Background: an optimization exercise with open tools, aiming at small area. Do not read the settings as production practice.
No functional check of the RTL was part of this run.

## design/flow/flow/run.sh

```bash
#!/bin/bash
# Standard layout (standard.sh), except that synthesis skips Yosys's full-adder extraction
# (ADDER_MAP_FILE empty), so ABC maps the carry chains itself.
export BUFFER_PORTS_ARGS="-buffer_cell sky130_fd_sc_hd__buf_1"
set -euo pipefail
export ADDER_MAP_FILE=
bash standard.sh > standard.log 2>&1
```

## design/flow/standard.sh

```bash
#!/bin/bash
# synth_recipe.tcl (not shown) runs the flow's synth.tcl, then flattens the netlist and writes it again
# the make line also repeats each setting of config.mk as NAME=value (left out here)
make -C /OpenROAD-flow-scripts/flow DESIGN_CONFIG=/design/flow/config.mk WORK_HOME=/design/flow/orfs CLKGATE_MAP_FILE= SYNTH_SCRIPT=/design/flow/synth_recipe.tcl "${@:-finish}"
```

## design/flow/config.mk

```make
export PLATFORM = sky130hd
export DESIGN_NAME = sqrt_u32
export DESIGN_NICKNAME = sqrt_u32
export VERILOG_FILES = /design/flow/design.v
export SDC_FILE = /design/flow/constraint.sdc
export NUM_CORES = 4
export LEC_CHECK = 0
export ABC_AREA = 1
export CAP_MARGIN = 20
export CORE_MARGIN = 2
export CORE_UTILIZATION = 55
export CTS_BUF_LIST = sky130_fd_sc_hd__clkbuf_8
export GPL_TIMING_DRIVEN = 0
export PLACE_DENSITY = 0.65
export SLEW_MARGIN = 20
```

## design/flow/constraint.sdc

```tcl
create_clock -name core_clock -period 9.0 [get_ports {clk}]
set_input_delay 1.8000 -clock core_clock [delete_from_list [all_inputs] [get_ports {clk}]]
set_output_delay 1.8000 -clock core_clock [all_outputs]
set_load 0.01 [all_outputs]
```

## design/flow/design.v

```verilog
module sqrt_u32 (
    input  wire        clk,
    input  wire        rst_n,
    input  wire        valid_in,
    input  wire [31:0] data_i,
    output wire        valid_out,
    output wire [15:0] data_o
);
    reg [2:0] v;
    always @(posedge clk or negedge rst_n)
        if (!rst_n) v <= 3'd0;
        else v <= {v[1:0], valid_in};
    assign valid_out = v[2];
    wire [31:0] x0_d, x0;
    wire [1:0] r1_d, r1;
    wire [0:0] q1_d, q1;
    wire [29:0] x1_d, x1;
    wire [2:0] r2_d, r2;
    wire [1:0] q2_d, q2;
    wire [27:0] x2_d, x2;
    wire [3:0] r3_d, r3;
    wire [2:0] q3_d, q3;
    wire [25:0] x3_d, x3;
    wire [4:0] r4_d, r4;
    wire [3:0] q4_d, q4;
    wire [23:0] x4_d, x4;
    wire [5:0] r5_d, r5;
    wire [4:0] q5_d, q5;
    wire [21:0] x5_d, x5;
    wire [6:0] r6_d, r6;
    wire [5:0] q6_d, q6;
    wire [19:0] x6_d, x6;
    wire [7:0] r7_d, r7;
    wire [6:0] q7_d, q7;
    wire [17:0] x7_d, x7;
    wire [8:0] r8_d, r8;
    wire [7:0] q8_d, q8;
    wire [15:0] x8_d, x8;
    wire [9:0] r9_d, r9;
    wire [8:0] q9_d, q9;
    wire [13:0] x9_d, x9;
    wire [10:0] r10_d, r10;
    wire [9:0] q10_d, q10;
    wire [11:0] x10_d, x10;
    wire [11:0] r11_d, r11;
    wire [10:0] q11_d, q11;
    wire [9:0] x11_d, x11;
    wire [12:0] r12_d, r12;
    wire [11:0] q12_d, q12;
    wire [7:0] x12_d, x12;
    wire [13:0] r13_d, r13;
    wire [12:0] q13_d, q13;
    wire [5:0] x13_d, x13;
    wire [14:0] r14_d, r14;
    wire [13:0] q14_d, q14;
    wire [3:0] x14_d, x14;
    wire [15:0] r15_d, r15;
    wire [14:0] q15_d, q15;
    wire [1:0] x15_d, x15;
    wire [15:0] q16_d, q16;
    assign x0_d = data_i;
    assign x0 = x0_d;
    assign r1 = r1_d;
    assign q1 = q1_d;
    assign x1 = x1_d;
    assign r2 = r2_d;
    assign q2 = q2_d;
    assign x2 = x2_d;
    assign r3 = r3_d;
    assign q3 = q3_d;
    assign x3 = x3_d;
    assign r4 = r4_d;
    assign q4 = q4_d;
    assign x4 = x4_d;
    assign r5 = r5_d;
    assign q5 = q5_d;
    assign x5 = x5_d;
    assign r6 = r6_d;
    assign q6 = q6_d;
    assign x6 = x6_d;
    reg  [7:0] r7_q;
    reg  [6:0] q7_q;
    reg  [17:0] x7_q;
    always @(posedge clk) begin
        r7_q <= r7_d;
        q7_q <= q7_d;
        x7_q <= x7_d;
    end
    assign r7 = r7_q;
    assign q7 = q7_q;
    assign x7 = x7_q;
    assign r8 = r8_d;
    assign q8 = q8_d;
    assign x8 = x8_d;
    assign r9 = r9_d;
    assign q9 = q9_d;
    assign x9 = x9_d;
    assign r10 = r10_d;
    assign q10 = q10_d;
    assign x10 = x10_d;
    reg  [11:0] r11_q;
    reg  [10:0] q11_q;
    reg  [9:0] x11_q;
    always @(posedge clk) begin
        r11_q <= r11_d;
        q11_q <= q11_d;
        x11_q <= x11_d;
    end
    assign r11 = r11_q;
    assign q11 = q11_q;
    assign x11 = x11_q;
    assign r12 = r12_d;
    assign q12 = q12_d;
    assign x12 = x12_d;
    assign r13 = r13_d;
    assign q13 = q13_d;
    assign x13 = x13_d;
    assign r14 = r14_d;
    assign q14 = q14_d;
    assign x14 = x14_d;
    assign r15 = r15_d;
    assign q15 = q15_d;
    assign x15 = x15_d;
    reg  [15:0] q16_q;
    always @(posedge clk) begin
        q16_q <= q16_d;
    end
    assign q16 = q16_q;
    wire [1:0] t0 = x0[31:30];
    wire [2:0] d0 = {1'b0, t0} - 3'd1;
    wire ge0 = ~d0[2];
    assign r1_d = ge0 ? d0[1:0] : t0[1:0];
    assign x1_d = x0[29:0];
    assign q1_d = ge0;
    wire [3:0] t1 = {r1, x1[29:28]};
    wire [4:0] c1;
    wire [3:0] d1;
    wire [3:0] n1 = {1'b1, ~q1, 2'b10};
    assign c1[0] = 1'b1;
    assign d1[0] = t1[0] ^ n1[0] ^ c1[0];
    assign c1[1] = (t1[0] & n1[0]) | (t1[0] & c1[0]) | (n1[0] & c1[0]);
    assign d1[1] = t1[1] ^ n1[1] ^ c1[1];
    assign c1[2] = (t1[1] & n1[1]) | (t1[1] & c1[1]) | (n1[1] & c1[1]);
    assign d1[2] = t1[2] ^ n1[2] ^ c1[2];
    assign c1[3] = (t1[2] & n1[2]) | (t1[2] & c1[2]) | (n1[2] & c1[2]);
    assign d1[3] = t1[3] ^ n1[3] ^ c1[3];
    assign c1[4] = (t1[3] & n1[3]) | (t1[3] & c1[3]) | (n1[3] & c1[3]);
    wire ge1 = c1[4];
    assign r2_d = ge1 ? d1[2:0] : t1[2:0];
    assign x2_d = x1[27:0];
    assign q2_d = {q1, ge1};
    wire [4:0] t2 = {r2, x2[27:26]};
    wire [5:0] c2;
    wire [4:0] d2;
    wire [4:0] n2 = {1'b1, ~q2, 2'b10};
    assign c2[0] = 1'b1;
    assign d2[0] = t2[0] ^ n2[0] ^ c2[0];
    assign c2[1] = (t2[0] & n2[0]) | (t2[0] & c2[0]) | (n2[0] & c2[0]);
    assign d2[1] = t2[1] ^ n2[1] ^ c2[1];
    assign c2[2] = (t2[1] & n2[1]) | (t2[1] & c2[1]) | (n2[1] & c2[1]);
    assign d2[2] = t2[2] ^ n2[2] ^ c2[2];
    assign c2[3] = (t2[2] & n2[2]) | (t2[2] & c2[2]) | (n2[2] & c2[2]);
    assign d2[3] = t2[3] ^ n2[3] ^ c2[3];
    assign c2[4] = (t2[3] & n2[3]) | (t2[3] & c2[3]) | (n2[3] & c2[3]);
    assign d2[4] = t2[4] ^ n2[4] ^ c2[4];
    assign c2[5] = (t2[4] & n2[4]) | (t2[4] & c2[4]) | (n2[4] & c2[4]);
    wire ge2 = c2[5];
    assign r3_d = ge2 ? d2[3:0] : t2[3:0];
    assign x3_d = x2[25:0];
    assign q3_d = {q2, ge2};
    wire [5:0] t3 = {r3, x3[25:24]};
    wire [6:0] c3;
    wire [5:0] d3;
    wire [5:0] n3 = {1'b1, ~q3, 2'b10};
    assign c3[0] = 1'b1;
    assign d3[0] = t3[0] ^ n3[0] ^ c3[0];
    assign c3[1] = (t3[0] & n3[0]) | (t3[0] & c3[0]) | (n3[0] & c3[0]);
    assign d3[1] = t3[1] ^ n3[1] ^ c3[1];
    assign c3[2] = (t3[1] & n3[1]) | (t3[1] & c3[1]) | (n3[1] & c3[1]);
    assign d3[2] = t3[2] ^ n3[2] ^ c3[2];
    assign c3[3] = (t3[2] & n3[2]) | (t3[2] & c3[2]) | (n3[2] & c3[2]);
    assign d3[3] = t3[3] ^ n3[3] ^ c3[3];
    assign c3[4] = (t3[3] & n3[3]) | (t3[3] & c3[3]) | (n3[3] & c3[3]);
    assign d3[4] = t3[4] ^ n3[4] ^ c3[4];
    assign c3[5] = (t3[4] & n3[4]) | (t3[4] & c3[4]) | (n3[4] & c3[4]);
    assign d3[5] = t3[5] ^ n3[5] ^ c3[5];
    assign c3[6] = (t3[5] & n3[5]) | (t3[5] & c3[5]) | (n3[5] & c3[5]);
    wire ge3 = c3[6];
    assign r4_d = ge3 ? d3[4:0] : t3[4:0];
    assign x4_d = x3[23:0];
    assign q4_d = {q3, ge3};
    wire [6:0] t4 = {r4, x4[23:22]};
    wire [7:0] c4;
    wire [6:0] d4;
    wire [6:0] n4 = {1'b1, ~q4, 2'b10};
    assign c4[0] = 1'b1;
    assign d4[0] = t4[0] ^ n4[0] ^ c4[0];
    assign c4[1] = (t4[0] & n4[0]) | (t4[0] & c4[0]) | (n4[0] & c4[0]);
    assign d4[1] = t4[1] ^ n4[1] ^ c4[1];
    assign c4[2] = (t4[1] & n4[1]) | (t4[1] & c4[1]) | (n4[1] & c4[1]);
    assign d4[2] = t4[2] ^ n4[2] ^ c4[2];
    assign c4[3] = (t4[2] & n4[2]) | (t4[2] & c4[2]) | (n4[2] & c4[2]);
    assign d4[3] = t4[3] ^ n4[3] ^ c4[3];
    assign c4[4] = (t4[3] & n4[3]) | (t4[3] & c4[3]) | (n4[3] & c4[3]);
    assign d4[4] = t4[4] ^ n4[4] ^ c4[4];
    assign c4[5] = (t4[4] & n4[4]) | (t4[4] & c4[4]) | (n4[4] & c4[4]);
    assign d4[5] = t4[5] ^ n4[5] ^ c4[5];
    assign c4[6] = (t4[5] & n4[5]) | (t4[5] & c4[5]) | (n4[5] & c4[5]);
    assign d4[6] = t4[6] ^ n4[6] ^ c4[6];
    assign c4[7] = (t4[6] & n4[6]) | (t4[6] & c4[6]) | (n4[6] & c4[6]);
    wire ge4 = c4[7];
    assign r5_d = ge4 ? d4[5:0] : t4[5:0];
    assign x5_d = x4[21:0];
    assign q5_d = {q4, ge4};
    wire [7:0] t5 = {r5, x5[21:20]};
    wire [8:0] c5;
    wire [7:0] d5;
    wire [7:0] n5 = {1'b1, ~q5, 2'b10};
    assign c5[0] = 1'b1;
    assign d5[0] = t5[0] ^ n5[0] ^ c5[0];
    assign c5[1] = (t5[0] & n5[0]) | (t5[0] & c5[0]) | (n5[0] & c5[0]);
    assign d5[1] = t5[1] ^ n5[1] ^ c5[1];
    assign c5[2] = (t5[1] & n5[1]) | (t5[1] & c5[1]) | (n5[1] & c5[1]);
    assign d5[2] = t5[2] ^ n5[2] ^ c5[2];
    assign c5[3] = (t5[2] & n5[2]) | (t5[2] & c5[2]) | (n5[2] & c5[2]);
    assign d5[3] = t5[3] ^ n5[3] ^ c5[3];
    assign c5[4] = (t5[3] & n5[3]) | (t5[3] & c5[3]) | (n5[3] & c5[3]);
    assign d5[4] = t5[4] ^ n5[4] ^ c5[4];
    assign c5[5] = (t5[4] & n5[4]) | (t5[4] & c5[4]) | (n5[4] & c5[4]);
    assign d5[5] = t5[5] ^ n5[5] ^ c5[5];
    assign c5[6] = (t5[5] & n5[5]) | (t5[5] & c5[5]) | (n5[5] & c5[5]);
    assign d5[6] = t5[6] ^ n5[6] ^ c5[6];
    assign c5[7] = (t5[6] & n5[6]) | (t5[6] & c5[6]) | (n5[6] & c5[6]);
    assign d5[7] = t5[7] ^ n5[7] ^ c5[7];
    assign c5[8] = (t5[7] & n5[7]) | (t5[7] & c5[7]) | (n5[7] & c5[7]);
    wire ge5 = c5[8];
    assign r6_d = ge5 ? d5[6:0] : t5[6:0];
    assign x6_d = x5[19:0];
    assign q6_d = {q5, ge5};
    wire [8:0] t6 = {r6, x6[19:18]};
    wire [9:0] c6;
    wire [8:0] d6;
    wire [8:0] n6 = {1'b1, ~q6, 2'b10};
    assign c6[0] = 1'b1;
    assign d6[0] = t6[0] ^ n6[0] ^ c6[0];
    assign c6[1] = (t6[0] & n6[0]) | (t6[0] & c6[0]) | (n6[0] & c6[0]);
    assign d6[1] = t6[1] ^ n6[1] ^ c6[1];
    assign c6[2] = (t6[1] & n6[1]) | (t6[1] & c6[1]) | (n6[1] & c6[1]);
    assign d6[2] = t6[2] ^ n6[2] ^ c6[2];
    assign c6[3] = (t6[2] & n6[2]) | (t6[2] & c6[2]) | (n6[2] & c6[2]);
    assign d6[3] = t6[3] ^ n6[3] ^ c6[3];
    assign c6[4] = (t6[3] & n6[3]) | (t6[3] & c6[3]) | (n6[3] & c6[3]);
    assign d6[4] = t6[4] ^ n6[4] ^ c6[4];
    assign c6[5] = (t6[4] & n6[4]) | (t6[4] & c6[4]) | (n6[4] & c6[4]);
    assign d6[5] = t6[5] ^ n6[5] ^ c6[5];
    assign c6[6] = (t6[5] & n6[5]) | (t6[5] & c6[5]) | (n6[5] & c6[5]);
    assign d6[6] = t6[6] ^ n6[6] ^ c6[6];
    assign c6[7] = (t6[6] & n6[6]) | (t6[6] & c6[6]) | (n6[6] & c6[6]);
    assign d6[7] = t6[7] ^ n6[7] ^ c6[7];
    assign c6[8] = (t6[7] & n6[7]) | (t6[7] & c6[7]) | (n6[7] & c6[7]);
    assign d6[8] = t6[8] ^ n6[8] ^ c6[8];
    assign c6[9] = (t6[8] & n6[8]) | (t6[8] & c6[8]) | (n6[8] & c6[8]);
    wire ge6 = c6[9];
    assign r7_d = ge6 ? d6[7:0] : t6[7:0];
    assign x7_d = x6[17:0];
    assign q7_d = {q6, ge6};
    wire [9:0] t7 = {r7, x7[17:16]};
    wire [10:0] c7;
    wire [9:0] d7;
    wire [9:0] n7 = {1'b1, ~q7, 2'b10};
    assign c7[0] = 1'b1;
    assign d7[0] = t7[0] ^ n7[0] ^ c7[0];
    assign c7[1] = (t7[0] & n7[0]) | (t7[0] & c7[0]) | (n7[0] & c7[0]);
    assign d7[1] = t7[1] ^ n7[1] ^ c7[1];
    assign c7[2] = (t7[1] & n7[1]) | (t7[1] & c7[1]) | (n7[1] & c7[1]);
    assign d7[2] = t7[2] ^ n7[2] ^ c7[2];
    assign c7[3] = (t7[2] & n7[2]) | (t7[2] & c7[2]) | (n7[2] & c7[2]);
    assign d7[3] = t7[3] ^ n7[3] ^ c7[3];
    assign c7[4] = (t7[3] & n7[3]) | (t7[3] & c7[3]) | (n7[3] & c7[3]);
    assign d7[4] = t7[4] ^ n7[4] ^ c7[4];
    assign c7[5] = (t7[4] & n7[4]) | (t7[4] & c7[4]) | (n7[4] & c7[4]);
    assign d7[5] = t7[5] ^ n7[5] ^ c7[5];
    assign c7[6] = (t7[5] & n7[5]) | (t7[5] & c7[5]) | (n7[5] & c7[5]);
    assign d7[6] = t7[6] ^ n7[6] ^ c7[6];
    assign c7[7] = (t7[6] & n7[6]) | (t7[6] & c7[6]) | (n7[6] & c7[6]);
    assign d7[7] = t7[7] ^ n7[7] ^ c7[7];
    assign c7[8] = (t7[7] & n7[7]) | (t7[7] & c7[7]) | (n7[7] & c7[7]);
    assign d7[8] = t7[8] ^ n7[8] ^ c7[8];
    assign c7[9] = (t7[8] & n7[8]) | (t7[8] & c7[8]) | (n7[8] & c7[8]);
    assign d7[9] = t7[9] ^ n7[9] ^ c7[9];
    assign c7[10] = (t7[9] & n7[9]) | (t7[9] & c7[9]) | (n7[9] & c7[9]);
    wire ge7 = c7[10];
    assign r8_d = ge7 ? d7[8:0] : t7[8:0];
    assign x8_d = x7[15:0];
    assign q8_d = {q7, ge7};
    wire [10:0] t8 = {r8, x8[15:14]};
    wire [11:0] c8;
    wire [10:0] d8;
    wire [10:0] n8 = {1'b1, ~q8, 2'b10};
    assign c8[0] = 1'b1;
    assign d8[0] = t8[0] ^ n8[0] ^ c8[0];
    assign c8[1] = (t8[0] & n8[0]) | (t8[0] & c8[0]) | (n8[0] & c8[0]);
    assign d8[1] = t8[1] ^ n8[1] ^ c8[1];
    assign c8[2] = (t8[1] & n8[1]) | (t8[1] & c8[1]) | (n8[1] & c8[1]);
    assign d8[2] = t8[2] ^ n8[2] ^ c8[2];
    assign c8[3] = (t8[2] & n8[2]) | (t8[2] & c8[2]) | (n8[2] & c8[2]);
    assign d8[3] = t8[3] ^ n8[3] ^ c8[3];
    assign c8[4] = (t8[3] & n8[3]) | (t8[3] & c8[3]) | (n8[3] & c8[3]);
    assign d8[4] = t8[4] ^ n8[4] ^ c8[4];
    assign c8[5] = (t8[4] & n8[4]) | (t8[4] & c8[4]) | (n8[4] & c8[4]);
    assign d8[5] = t8[5] ^ n8[5] ^ c8[5];
    assign c8[6] = (t8[5] & n8[5]) | (t8[5] & c8[5]) | (n8[5] & c8[5]);
    assign d8[6] = t8[6] ^ n8[6] ^ c8[6];
    assign c8[7] = (t8[6] & n8[6]) | (t8[6] & c8[6]) | (n8[6] & c8[6]);
    assign d8[7] = t8[7] ^ n8[7] ^ c8[7];
    assign c8[8] = (t8[7] & n8[7]) | (t8[7] & c8[7]) | (n8[7] & c8[7]);
    assign d8[8] = t8[8] ^ n8[8] ^ c8[8];
    assign c8[9] = (t8[8] & n8[8]) | (t8[8] & c8[8]) | (n8[8] & c8[8]);
    assign d8[9] = t8[9] ^ n8[9] ^ c8[9];
    assign c8[10] = (t8[9] & n8[9]) | (t8[9] & c8[9]) | (n8[9] & c8[9]);
    assign d8[10] = t8[10] ^ n8[10] ^ c8[10];
    assign c8[11] = (t8[10] & n8[10]) | (t8[10] & c8[10]) | (n8[10] & c8[10]);
    wire ge8 = c8[11];
    assign r9_d = ge8 ? d8[9:0] : t8[9:0];
    assign x9_d = x8[13:0];
    assign q9_d = {q8, ge8};
    wire [11:0] t9 = {r9, x9[13:12]};
    wire [12:0] c9;
    wire [11:0] d9;
    wire [11:0] n9 = {1'b1, ~q9, 2'b10};
    assign c9[0] = 1'b1;
    assign d9[0] = t9[0] ^ n9[0] ^ c9[0];
    assign c9[1] = (t9[0] & n9[0]) | (t9[0] & c9[0]) | (n9[0] & c9[0]);
    assign d9[1] = t9[1] ^ n9[1] ^ c9[1];
    assign c9[2] = (t9[1] & n9[1]) | (t9[1] & c9[1]) | (n9[1] & c9[1]);
    assign d9[2] = t9[2] ^ n9[2] ^ c9[2];
    assign c9[3] = (t9[2] & n9[2]) | (t9[2] & c9[2]) | (n9[2] & c9[2]);
    assign d9[3] = t9[3] ^ n9[3] ^ c9[3];
    assign c9[4] = (t9[3] & n9[3]) | (t9[3] & c9[3]) | (n9[3] & c9[3]);
    assign d9[4] = t9[4] ^ n9[4] ^ c9[4];
    assign c9[5] = (t9[4] & n9[4]) | (t9[4] & c9[4]) | (n9[4] & c9[4]);
    assign d9[5] = t9[5] ^ n9[5] ^ c9[5];
    assign c9[6] = (t9[5] & n9[5]) | (t9[5] & c9[5]) | (n9[5] & c9[5]);
    assign d9[6] = t9[6] ^ n9[6] ^ c9[6];
    assign c9[7] = (t9[6] & n9[6]) | (t9[6] & c9[6]) | (n9[6] & c9[6]);
    assign d9[7] = t9[7] ^ n9[7] ^ c9[7];
    assign c9[8] = (t9[7] & n9[7]) | (t9[7] & c9[7]) | (n9[7] & c9[7]);
    assign d9[8] = t9[8] ^ n9[8] ^ c9[8];
    assign c9[9] = (t9[8] & n9[8]) | (t9[8] & c9[8]) | (n9[8] & c9[8]);
    assign d9[9] = t9[9] ^ n9[9] ^ c9[9];
    assign c9[10] = (t9[9] & n9[9]) | (t9[9] & c9[9]) | (n9[9] & c9[9]);
    assign d9[10] = t9[10] ^ n9[10] ^ c9[10];
    assign c9[11] = (t9[10] & n9[10]) | (t9[10] & c9[10]) | (n9[10] & c9[10]);
    assign d9[11] = t9[11] ^ n9[11] ^ c9[11];
    assign c9[12] = (t9[11] & n9[11]) | (t9[11] & c9[11]) | (n9[11] & c9[11]);
    wire ge9 = c9[12];
    assign r10_d = ge9 ? d9[10:0] : t9[10:0];
    assign x10_d = x9[11:0];
    assign q10_d = {q9, ge9};
    wire [12:0] t10 = {r10, x10[11:10]};
    wire [13:0] c10;
    wire [12:0] d10;
    wire [12:0] n10 = {1'b1, ~q10, 2'b10};
    assign c10[0] = 1'b1;
    assign d10[0] = t10[0] ^ n10[0] ^ c10[0];
    assign c10[1] = (t10[0] & n10[0]) | (t10[0] & c10[0]) | (n10[0] & c10[0]);
    assign d10[1] = t10[1] ^ n10[1] ^ c10[1];
    assign c10[2] = (t10[1] & n10[1]) | (t10[1] & c10[1]) | (n10[1] & c10[1]);
    assign d10[2] = t10[2] ^ n10[2] ^ c10[2];
    assign c10[3] = (t10[2] & n10[2]) | (t10[2] & c10[2]) | (n10[2] & c10[2]);
    assign d10[3] = t10[3] ^ n10[3] ^ c10[3];
    assign c10[4] = (t10[3] & n10[3]) | (t10[3] & c10[3]) | (n10[3] & c10[3]);
    assign d10[4] = t10[4] ^ n10[4] ^ c10[4];
    assign c10[5] = (t10[4] & n10[4]) | (t10[4] & c10[4]) | (n10[4] & c10[4]);
    assign d10[5] = t10[5] ^ n10[5] ^ c10[5];
    assign c10[6] = (t10[5] & n10[5]) | (t10[5] & c10[5]) | (n10[5] & c10[5]);
    assign d10[6] = t10[6] ^ n10[6] ^ c10[6];
    assign c10[7] = (t10[6] & n10[6]) | (t10[6] & c10[6]) | (n10[6] & c10[6]);
    assign d10[7] = t10[7] ^ n10[7] ^ c10[7];
    assign c10[8] = (t10[7] & n10[7]) | (t10[7] & c10[7]) | (n10[7] & c10[7]);
    assign d10[8] = t10[8] ^ n10[8] ^ c10[8];
    assign c10[9] = (t10[8] & n10[8]) | (t10[8] & c10[8]) | (n10[8] & c10[8]);
    assign d10[9] = t10[9] ^ n10[9] ^ c10[9];
    assign c10[10] = (t10[9] & n10[9]) | (t10[9] & c10[9]) | (n10[9] & c10[9]);
    assign d10[10] = t10[10] ^ n10[10] ^ c10[10];
    assign c10[11] = (t10[10] & n10[10]) | (t10[10] & c10[10]) | (n10[10] & c10[10]);
    assign d10[11] = t10[11] ^ n10[11] ^ c10[11];
    assign c10[12] = (t10[11] & n10[11]) | (t10[11] & c10[11]) | (n10[11] & c10[11]);
    assign d10[12] = t10[12] ^ n10[12] ^ c10[12];
    assign c10[13] = (t10[12] & n10[12]) | (t10[12] & c10[12]) | (n10[12] & c10[12]);
    wire ge10 = c10[13];
    assign r11_d = ge10 ? d10[11:0] : t10[11:0];
    assign x11_d = x10[9:0];
    assign q11_d = {q10, ge10};
    wire [13:0] t11 = {r11, x11[9:8]};
    wire [14:0] c11;
    wire [13:0] d11;
    wire [13:0] n11 = {1'b1, ~q11, 2'b10};
    assign c11[0] = 1'b1;
    assign d11[0] = t11[0] ^ n11[0] ^ c11[0];
    assign c11[1] = (t11[0] & n11[0]) | (t11[0] & c11[0]) | (n11[0] & c11[0]);
    assign d11[1] = t11[1] ^ n11[1] ^ c11[1];
    assign c11[2] = (t11[1] & n11[1]) | (t11[1] & c11[1]) | (n11[1] & c11[1]);
    assign d11[2] = t11[2] ^ n11[2] ^ c11[2];
    assign c11[3] = (t11[2] & n11[2]) | (t11[2] & c11[2]) | (n11[2] & c11[2]);
    assign d11[3] = t11[3] ^ n11[3] ^ c11[3];
    assign c11[4] = (t11[3] & n11[3]) | (t11[3] & c11[3]) | (n11[3] & c11[3]);
    assign d11[4] = t11[4] ^ n11[4] ^ c11[4];
    assign c11[5] = (t11[4] & n11[4]) | (t11[4] & c11[4]) | (n11[4] & c11[4]);
    assign d11[5] = t11[5] ^ n11[5] ^ c11[5];
    assign c11[6] = (t11[5] & n11[5]) | (t11[5] & c11[5]) | (n11[5] & c11[5]);
    assign d11[6] = t11[6] ^ n11[6] ^ c11[6];
    assign c11[7] = (t11[6] & n11[6]) | (t11[6] & c11[6]) | (n11[6] & c11[6]);
    assign d11[7] = t11[7] ^ n11[7] ^ c11[7];
    assign c11[8] = (t11[7] & n11[7]) | (t11[7] & c11[7]) | (n11[7] & c11[7]);
    assign d11[8] = t11[8] ^ n11[8] ^ c11[8];
    assign c11[9] = (t11[8] & n11[8]) | (t11[8] & c11[8]) | (n11[8] & c11[8]);
    assign d11[9] = t11[9] ^ n11[9] ^ c11[9];
    assign c11[10] = (t11[9] & n11[9]) | (t11[9] & c11[9]) | (n11[9] & c11[9]);
    assign d11[10] = t11[10] ^ n11[10] ^ c11[10];
    assign c11[11] = (t11[10] & n11[10]) | (t11[10] & c11[10]) | (n11[10] & c11[10]);
    assign d11[11] = t11[11] ^ n11[11] ^ c11[11];
    assign c11[12] = (t11[11] & n11[11]) | (t11[11] & c11[11]) | (n11[11] & c11[11]);
    assign d11[12] = t11[12] ^ n11[12] ^ c11[12];
    assign c11[13] = (t11[12] & n11[12]) | (t11[12] & c11[12]) | (n11[12] & c11[12]);
    assign d11[13] = t11[13] ^ n11[13] ^ c11[13];
    assign c11[14] = (t11[13] & n11[13]) | (t11[13] & c11[13]) | (n11[13] & c11[13]);
    wire ge11 = c11[14];
    assign r12_d = ge11 ? d11[12:0] : t11[12:0];
    assign x12_d = x11[7:0];
    assign q12_d = {q11, ge11};
    wire [14:0] t12 = {r12, x12[7:6]};
    wire [15:0] c12;
    wire [14:0] d12;
    wire [14:0] n12 = {1'b1, ~q12, 2'b10};
    assign c12[0] = 1'b1;
    assign d12[0] = t12[0] ^ n12[0] ^ c12[0];
    assign c12[1] = (t12[0] & n12[0]) | (t12[0] & c12[0]) | (n12[0] & c12[0]);
    assign d12[1] = t12[1] ^ n12[1] ^ c12[1];
    assign c12[2] = (t12[1] & n12[1]) | (t12[1] & c12[1]) | (n12[1] & c12[1]);
    assign d12[2] = t12[2] ^ n12[2] ^ c12[2];
    assign c12[3] = (t12[2] & n12[2]) | (t12[2] & c12[2]) | (n12[2] & c12[2]);
    assign d12[3] = t12[3] ^ n12[3] ^ c12[3];
    assign c12[4] = (t12[3] & n12[3]) | (t12[3] & c12[3]) | (n12[3] & c12[3]);
    assign d12[4] = t12[4] ^ n12[4] ^ c12[4];
    assign c12[5] = (t12[4] & n12[4]) | (t12[4] & c12[4]) | (n12[4] & c12[4]);
    assign d12[5] = t12[5] ^ n12[5] ^ c12[5];
    assign c12[6] = (t12[5] & n12[5]) | (t12[5] & c12[5]) | (n12[5] & c12[5]);
    assign d12[6] = t12[6] ^ n12[6] ^ c12[6];
    assign c12[7] = (t12[6] & n12[6]) | (t12[6] & c12[6]) | (n12[6] & c12[6]);
    assign d12[7] = t12[7] ^ n12[7] ^ c12[7];
    assign c12[8] = (t12[7] & n12[7]) | (t12[7] & c12[7]) | (n12[7] & c12[7]);
    assign d12[8] = t12[8] ^ n12[8] ^ c12[8];
    assign c12[9] = (t12[8] & n12[8]) | (t12[8] & c12[8]) | (n12[8] & c12[8]);
    assign d12[9] = t12[9] ^ n12[9] ^ c12[9];
    assign c12[10] = (t12[9] & n12[9]) | (t12[9] & c12[9]) | (n12[9] & c12[9]);
    assign d12[10] = t12[10] ^ n12[10] ^ c12[10];
    assign c12[11] = (t12[10] & n12[10]) | (t12[10] & c12[10]) | (n12[10] & c12[10]);
    assign d12[11] = t12[11] ^ n12[11] ^ c12[11];
    assign c12[12] = (t12[11] & n12[11]) | (t12[11] & c12[11]) | (n12[11] & c12[11]);
    assign d12[12] = t12[12] ^ n12[12] ^ c12[12];
    assign c12[13] = (t12[12] & n12[12]) | (t12[12] & c12[12]) | (n12[12] & c12[12]);
    assign d12[13] = t12[13] ^ n12[13] ^ c12[13];
    assign c12[14] = (t12[13] & n12[13]) | (t12[13] & c12[13]) | (n12[13] & c12[13]);
    assign d12[14] = t12[14] ^ n12[14] ^ c12[14];
    assign c12[15] = (t12[14] & n12[14]) | (t12[14] & c12[14]) | (n12[14] & c12[14]);
    wire ge12 = c12[15];
    assign r13_d = ge12 ? d12[13:0] : t12[13:0];
    assign x13_d = x12[5:0];
    assign q13_d = {q12, ge12};
    wire [15:0] t13 = {r13, x13[5:4]};
    wire [16:0] c13;
    wire [15:0] d13;
    wire [15:0] n13 = {1'b1, ~q13, 2'b10};
    assign c13[0] = 1'b1;
    assign d13[0] = t13[0] ^ n13[0] ^ c13[0];
    assign c13[1] = (t13[0] & n13[0]) | (t13[0] & c13[0]) | (n13[0] & c13[0]);
    assign d13[1] = t13[1] ^ n13[1] ^ c13[1];
    assign c13[2] = (t13[1] & n13[1]) | (t13[1] & c13[1]) | (n13[1] & c13[1]);
    assign d13[2] = t13[2] ^ n13[2] ^ c13[2];
    assign c13[3] = (t13[2] & n13[2]) | (t13[2] & c13[2]) | (n13[2] & c13[2]);
    assign d13[3] = t13[3] ^ n13[3] ^ c13[3];
    assign c13[4] = (t13[3] & n13[3]) | (t13[3] & c13[3]) | (n13[3] & c13[3]);
    assign d13[4] = t13[4] ^ n13[4] ^ c13[4];
    assign c13[5] = (t13[4] & n13[4]) | (t13[4] & c13[4]) | (n13[4] & c13[4]);
    assign d13[5] = t13[5] ^ n13[5] ^ c13[5];
    assign c13[6] = (t13[5] & n13[5]) | (t13[5] & c13[5]) | (n13[5] & c13[5]);
    assign d13[6] = t13[6] ^ n13[6] ^ c13[6];
    assign c13[7] = (t13[6] & n13[6]) | (t13[6] & c13[6]) | (n13[6] & c13[6]);
    assign d13[7] = t13[7] ^ n13[7] ^ c13[7];
    assign c13[8] = (t13[7] & n13[7]) | (t13[7] & c13[7]) | (n13[7] & c13[7]);
    assign d13[8] = t13[8] ^ n13[8] ^ c13[8];
    assign c13[9] = (t13[8] & n13[8]) | (t13[8] & c13[8]) | (n13[8] & c13[8]);
    assign d13[9] = t13[9] ^ n13[9] ^ c13[9];
    assign c13[10] = (t13[9] & n13[9]) | (t13[9] & c13[9]) | (n13[9] & c13[9]);
    assign d13[10] = t13[10] ^ n13[10] ^ c13[10];
    assign c13[11] = (t13[10] & n13[10]) | (t13[10] & c13[10]) | (n13[10] & c13[10]);
    assign d13[11] = t13[11] ^ n13[11] ^ c13[11];
    assign c13[12] = (t13[11] & n13[11]) | (t13[11] & c13[11]) | (n13[11] & c13[11]);
    assign d13[12] = t13[12] ^ n13[12] ^ c13[12];
    assign c13[13] = (t13[12] & n13[12]) | (t13[12] & c13[12]) | (n13[12] & c13[12]);
    assign d13[13] = t13[13] ^ n13[13] ^ c13[13];
    assign c13[14] = (t13[13] & n13[13]) | (t13[13] & c13[13]) | (n13[13] & c13[13]);
    assign d13[14] = t13[14] ^ n13[14] ^ c13[14];
    assign c13[15] = (t13[14] & n13[14]) | (t13[14] & c13[14]) | (n13[14] & c13[14]);
    assign d13[15] = t13[15] ^ n13[15] ^ c13[15];
    assign c13[16] = (t13[15] & n13[15]) | (t13[15] & c13[15]) | (n13[15] & c13[15]);
    wire ge13 = c13[16];
    assign r14_d = ge13 ? d13[14:0] : t13[14:0];
    assign x14_d = x13[3:0];
    assign q14_d = {q13, ge13};
    wire [16:0] t14 = {r14, x14[3:2]};
    wire [17:0] c14;
    wire [16:0] d14;
    wire [16:0] n14 = {1'b1, ~q14, 2'b10};
    assign c14[0] = 1'b1;
    assign d14[0] = t14[0] ^ n14[0] ^ c14[0];
    assign c14[1] = (t14[0] & n14[0]) | (t14[0] & c14[0]) | (n14[0] & c14[0]);
    assign d14[1] = t14[1] ^ n14[1] ^ c14[1];
    assign c14[2] = (t14[1] & n14[1]) | (t14[1] & c14[1]) | (n14[1] & c14[1]);
    assign d14[2] = t14[2] ^ n14[2] ^ c14[2];
    assign c14[3] = (t14[2] & n14[2]) | (t14[2] & c14[2]) | (n14[2] & c14[2]);
    assign d14[3] = t14[3] ^ n14[3] ^ c14[3];
    assign c14[4] = (t14[3] & n14[3]) | (t14[3] & c14[3]) | (n14[3] & c14[3]);
    assign d14[4] = t14[4] ^ n14[4] ^ c14[4];
    assign c14[5] = (t14[4] & n14[4]) | (t14[4] & c14[4]) | (n14[4] & c14[4]);
    assign d14[5] = t14[5] ^ n14[5] ^ c14[5];
    assign c14[6] = (t14[5] & n14[5]) | (t14[5] & c14[5]) | (n14[5] & c14[5]);
    assign d14[6] = t14[6] ^ n14[6] ^ c14[6];
    assign c14[7] = (t14[6] & n14[6]) | (t14[6] & c14[6]) | (n14[6] & c14[6]);
    assign d14[7] = t14[7] ^ n14[7] ^ c14[7];
    assign c14[8] = (t14[7] & n14[7]) | (t14[7] & c14[7]) | (n14[7] & c14[7]);
    assign d14[8] = t14[8] ^ n14[8] ^ c14[8];
    assign c14[9] = (t14[8] & n14[8]) | (t14[8] & c14[8]) | (n14[8] & c14[8]);
    assign d14[9] = t14[9] ^ n14[9] ^ c14[9];
    assign c14[10] = (t14[9] & n14[9]) | (t14[9] & c14[9]) | (n14[9] & c14[9]);
    assign d14[10] = t14[10] ^ n14[10] ^ c14[10];
    assign c14[11] = (t14[10] & n14[10]) | (t14[10] & c14[10]) | (n14[10] & c14[10]);
    assign d14[11] = t14[11] ^ n14[11] ^ c14[11];
    assign c14[12] = (t14[11] & n14[11]) | (t14[11] & c14[11]) | (n14[11] & c14[11]);
    assign d14[12] = t14[12] ^ n14[12] ^ c14[12];
    assign c14[13] = (t14[12] & n14[12]) | (t14[12] & c14[12]) | (n14[12] & c14[12]);
    assign d14[13] = t14[13] ^ n14[13] ^ c14[13];
    assign c14[14] = (t14[13] & n14[13]) | (t14[13] & c14[13]) | (n14[13] & c14[13]);
    assign d14[14] = t14[14] ^ n14[14] ^ c14[14];
    assign c14[15] = (t14[14] & n14[14]) | (t14[14] & c14[14]) | (n14[14] & c14[14]);
    assign d14[15] = t14[15] ^ n14[15] ^ c14[15];
    assign c14[16] = (t14[15] & n14[15]) | (t14[15] & c14[15]) | (n14[15] & c14[15]);
    assign d14[16] = t14[16] ^ n14[16] ^ c14[16];
    assign c14[17] = (t14[16] & n14[16]) | (t14[16] & c14[16]) | (n14[16] & c14[16]);
    wire ge14 = c14[17];
    assign r15_d = ge14 ? d14[15:0] : t14[15:0];
    assign x15_d = x14[1:0];
    assign q15_d = {q14, ge14};
    wire [17:0] t15 = {r15, x15[1:0]};
    wire [18:0] c15;
    wire [17:0] d15;
    wire [17:0] n15 = {1'b1, ~q15, 2'b10};
    assign c15[0] = 1'b1;
    assign d15[0] = t15[0] ^ n15[0] ^ c15[0];
    assign c15[1] = (t15[0] & n15[0]) | (t15[0] & c15[0]) | (n15[0] & c15[0]);
    assign d15[1] = t15[1] ^ n15[1] ^ c15[1];
    assign c15[2] = (t15[1] & n15[1]) | (t15[1] & c15[1]) | (n15[1] & c15[1]);
    assign d15[2] = t15[2] ^ n15[2] ^ c15[2];
    assign c15[3] = (t15[2] & n15[2]) | (t15[2] & c15[2]) | (n15[2] & c15[2]);
    assign d15[3] = t15[3] ^ n15[3] ^ c15[3];
    assign c15[4] = (t15[3] & n15[3]) | (t15[3] & c15[3]) | (n15[3] & c15[3]);
    assign d15[4] = t15[4] ^ n15[4] ^ c15[4];
    assign c15[5] = (t15[4] & n15[4]) | (t15[4] & c15[4]) | (n15[4] & c15[4]);
    assign d15[5] = t15[5] ^ n15[5] ^ c15[5];
    assign c15[6] = (t15[5] & n15[5]) | (t15[5] & c15[5]) | (n15[5] & c15[5]);
    assign d15[6] = t15[6] ^ n15[6] ^ c15[6];
    assign c15[7] = (t15[6] & n15[6]) | (t15[6] & c15[6]) | (n15[6] & c15[6]);
    assign d15[7] = t15[7] ^ n15[7] ^ c15[7];
    assign c15[8] = (t15[7] & n15[7]) | (t15[7] & c15[7]) | (n15[7] & c15[7]);
    assign d15[8] = t15[8] ^ n15[8] ^ c15[8];
    assign c15[9] = (t15[8] & n15[8]) | (t15[8] & c15[8]) | (n15[8] & c15[8]);
    assign d15[9] = t15[9] ^ n15[9] ^ c15[9];
    assign c15[10] = (t15[9] & n15[9]) | (t15[9] & c15[9]) | (n15[9] & c15[9]);
    assign d15[10] = t15[10] ^ n15[10] ^ c15[10];
    assign c15[11] = (t15[10] & n15[10]) | (t15[10] & c15[10]) | (n15[10] & c15[10]);
    assign d15[11] = t15[11] ^ n15[11] ^ c15[11];
    assign c15[12] = (t15[11] & n15[11]) | (t15[11] & c15[11]) | (n15[11] & c15[11]);
    assign d15[12] = t15[12] ^ n15[12] ^ c15[12];
    assign c15[13] = (t15[12] & n15[12]) | (t15[12] & c15[12]) | (n15[12] & c15[12]);
    assign d15[13] = t15[13] ^ n15[13] ^ c15[13];
    assign c15[14] = (t15[13] & n15[13]) | (t15[13] & c15[13]) | (n15[13] & c15[13]);
    assign d15[14] = t15[14] ^ n15[14] ^ c15[14];
    assign c15[15] = (t15[14] & n15[14]) | (t15[14] & c15[14]) | (n15[14] & c15[14]);
    assign d15[15] = t15[15] ^ n15[15] ^ c15[15];
    assign c15[16] = (t15[15] & n15[15]) | (t15[15] & c15[15]) | (n15[15] & c15[15]);
    assign d15[16] = t15[16] ^ n15[16] ^ c15[16];
    assign c15[17] = (t15[16] & n15[16]) | (t15[16] & c15[16]) | (n15[16] & c15[16]);
    assign d15[17] = t15[17] ^ n15[17] ^ c15[17];
    assign c15[18] = (t15[17] & n15[17]) | (t15[17] & c15[17]) | (n15[17] & c15[17]);
    wire ge15 = c15[18];
    assign q16_d = {q15, ge15};
    assign data_o = q16;
endmodule
```

==> impl_metrics.env <==
export IMPL_synth_area_top_cells="nand2_1 (26%), dfxtp_1 (24%), xor2_1 (7.1%)"
export IMPL_synthCells=1125
export IMPL_grtUsageTotal_pct=23.1
export IMPL_route_detailed_drc=0
export IMPL_cp_required_ns=9.27
export IMPL_grt_pass1_wl_um=24900
export IMPL_max_stage_delay_ns=0.40
export IMPL_start_util_pct=56.9
export IMPL_yosysSeqAreaShare_pct=24.8
export IMPL_ant_nets=0
export IMPL_avgViaCountPerCell=4.94
export IMPL_vias=6855
export IMPL_placedInstanceArea_sq_mm=0.00732
export IMPL_syn_num_nets=1160
export IMPL_synth_cell_types=41
export IMPL_ys_flop_type="dfxtp_1"
export IMPL_fp_dieH_um=116
export IMPL_clkSinkCount=85
export IMPL_cts_buffer_depth=2
export IMPL_io_pin_count=52
export IMPL_status="no timing/DRC/antenna violations"
export IMPL_area_growth_syn_to_layout_pct=16.2
export IMPL_cp_start_kind="flop"
export IMPL_layout_min_cycle_time_ns=8.62
export IMPL_hold_slack_ns=0.330
export IMPL_wirelength_um=15800
export IMPL_finish_utilization_pct=66.1
export IMPL_rsz0062_at_grt="yes"
export IMPL_nNetsFinal=1251
export IMPL_drtIter0Drc=312
export IMPL_die_w_um=116
export IMPL_met1_usage_pct=26.9
export IMPL_clk_latency_ns=0.38
export IMPL_crit_type="flop to flop"
export IMPL_async_flop_share_pct=3.53
export IMPL_end_kind="flop"
export IMPL_grt_use_met2_pct=42.9
export IMPL_setup_viol=0
export IMPL_fin_crit_sh_pct=95.8
export IMPL_hold_buffers=0
export IMPL_synth_top_cell_by_area="nand2_1"
export IMPL_num_rows=40
export IMPL_crit_arrival_ns=8.89
export IMPL_io_buffers=51
export IMPL_final_area_sq_mm=0.00804
export IMPL_synth_seq_cells=85
export IMPL_synth_edff_count=0
export IMPL_cp_max_fo=7
export IMPL_dp_hpwl_um=11900
export IMPL_max_freq_mhz=116
export IMPL_grt_start_max_net_pins=15
export IMPL_final_common_cell="nand2_1"
export IMPL_worstMarginPinSlew_ns=0.575
export IMPL_critical_path_top_delay_family="simple AND/OR/NAND/NOR gates"
export IMPL_slowest_stage="dfxtp_2"
export IMPL_dpl_worst_slack_ns=-0.0113
export IMPL_numCtsBuffers=9
export IMPL_grt_pass1_vias=5732
export IMPL_cts_tree="yes"
export IMPL_syn_avg_cell_area_sq_um=6.15
export IMPL_n_antenna_cell=0
export IMPL_grt_busiest_layer="met2"
export IMPL_maxCapViolations=0
export IMPL_worst_slack_ns=0.379
export IMPL_routedWlPerCell_um=11.3
export IMPL_yosys_warnings=1
export IMPL_cts_root_buffer="clkbuf_8"
export IMPL_die_area_sq_mm=0.0135
export IMPL_gp_congestion=0.867
export IMPL_core_area_sq_mm=0.0122
export IMPL_final_cell_mix="nand2_1 (435), inv_1 (95), nand2_2 (92)"
export IMPL_worstHoldPathType="flop to flop"
export IMPL_clk_pin_slew_ns=0.09
export IMPL_cpMostUsedCell="nand2_2"
export IMPL_final_max_slew_viol_count=0
export IMPL_antenna_found_initial=0
export IMPL_path_buf_inv=5
export IMPL_layout_drive_gt1_share_pct=19.9
export IMPL_synth_top_cell_area_share_pct=25.7
export IMPL_firstDrtPassIters=5
export IMPL_use_met3_pct=3.68
export IMPL_clock_skew_ns=0.00990
export IMPL_htree_levels=3
export IMPL_relSlewSlack_pct=61.6
export IMPL_netlist_area_sq_mm=0.00692
export IMPL_gr_total_overflow=0
export IMPL_final_hold_viol_count=0
==> cells in the mapped netlist (3+ instances only) <==
| master | instances |
|---|---|
| nand2_1 | 474 |
| inv_1 | 96 |
| dfxtp_1 | 82 |
| o21ai_0 | 71 |
| nand2_2 | 61 |
| nand3_1 | 56 |
| xor2_1 | 56 |
| xnor2_1 | 47 |
| or2_2 | 36 |
| nor2_1 | 28 |
| a21oi_1 | 20 |
| o21ai_1 | 12 |
| o22ai_1 | 10 |
| clkbuf_1 | 8 |
| nand2_4 | 8 |
| buf_6 | 6 |
| or2_1 | 6 |
| inv_2 | 5 |
| nand3_2 | 4 |
| o211ai_1 | 4 |
| o21ai_2 | 4 |
| a22o_1 | 3 |
| dfrtp_1 | 3 |
| mux2i_1 | 3 |
==> repair_timing <==
| item | CTS | global route |
|---|---|---|
| pin swaps | 0 | 42 |
| setup endpoints to repair | 1 | 24 |
| resized for setup | 2 | 100 |
| cloned | 0 | 2 |
| setup buffers | 0 | 29 |
==> kinds of logic after synthesis <==
logic type                share of synthesized area (%)
AOI/OAI and AO/OA                                  10.3
xor gates and xnor gates                           13.0
buffers and inverters                              7.56
DFF                                                24.8
muxes                                             0.434
and+or+nand+nor                                    43.8
==> final timing paths <==
| kind | from | end | slack [ns] | cells after the start |
|---|---|---|---|---|
| max | q11_q[2] | q16_q[0] | 0.38 | 112 |
| min in group asynchronous | rst_n | v[0] | 1.21 | 1 |
| max reg2reg | q11_q[2] | q16_q[0] | 0.38 | 112 |
| min reg2reg | x7_q[8] | x11_q[8] | 0.33 | 0 |
| max in group asynchronous | rst_n | v[2] | 7.63 | 1 |
| min | x7_q[8] | x11_q[8] | 0.33 | 0 |
==> state kept, by name, indices dropped and copies added (netlist names) <==
register,cells
x7_q,18
q16_q,16
r11_q,12
q11_q,11
x11_q,10
r7_q,8
q7_q,7
v,3
==> routing by layer <==
layer / part of all wire [%] / routed length, um
met1: 45 / 7050
met2: 51 / 8020
met3: 2.6 / 408
met4: 1.8 / 281
met5: 0 / 0
==> through the flow <==
stage               instances  setup TNS (ns)
global placement         1344               0
finish                   1389               0
detailed placement       1344         -0.0113
floorplan                1125               0
CTS                      1360               0
global route             1389          -0.456
==> layout make-up <==
| class | instances | area, sq um |
|---|---|---|
| multi-input cells | 921 | 4940 |
| fillers | 1195 | 4120 |
| flip-flops and latches | 85 | 1740 |
| repair buffers | 80 | 409 |
| inverters | 104 | 408 |
| well taps | 168 | 210 |
| clock buffers | 11 | 151 |
| plain buffers | 15 | 131 |
| clock inverters | 5 | 58.8 |

afterwards: timing with drivers on the ports:
The flow's constraints put no driver on any port. The routed layout listed below was extracted and timed again, unchanged, in two steps. Step 1 sets driving cells, clkbuf_16 on the clock port and buf_2 on the other inputs (assumed; they add their load-dependent delay and slew). Step 2 adds t to the input delays and takes it off the output delays; t is the mean of the earliest and latest rising clock arrival at the registers after step 1. Input paths then give back, and output paths get back, about the clock's delay inside the block. Slacks: ideal ports / drivers / drivers and shift; pairs: ideal ports / drivers.
t (ns): 0.414
slack for setup (ns): 0.379 / 0.379 / 0.379
clock arrival spread, ns: 0.010 / 0.010
After both steps setup and hold are still met in this run. For this run, drivers alone change the setup slack by 0.000 ns; drivers and shift together by 0.000 ns.
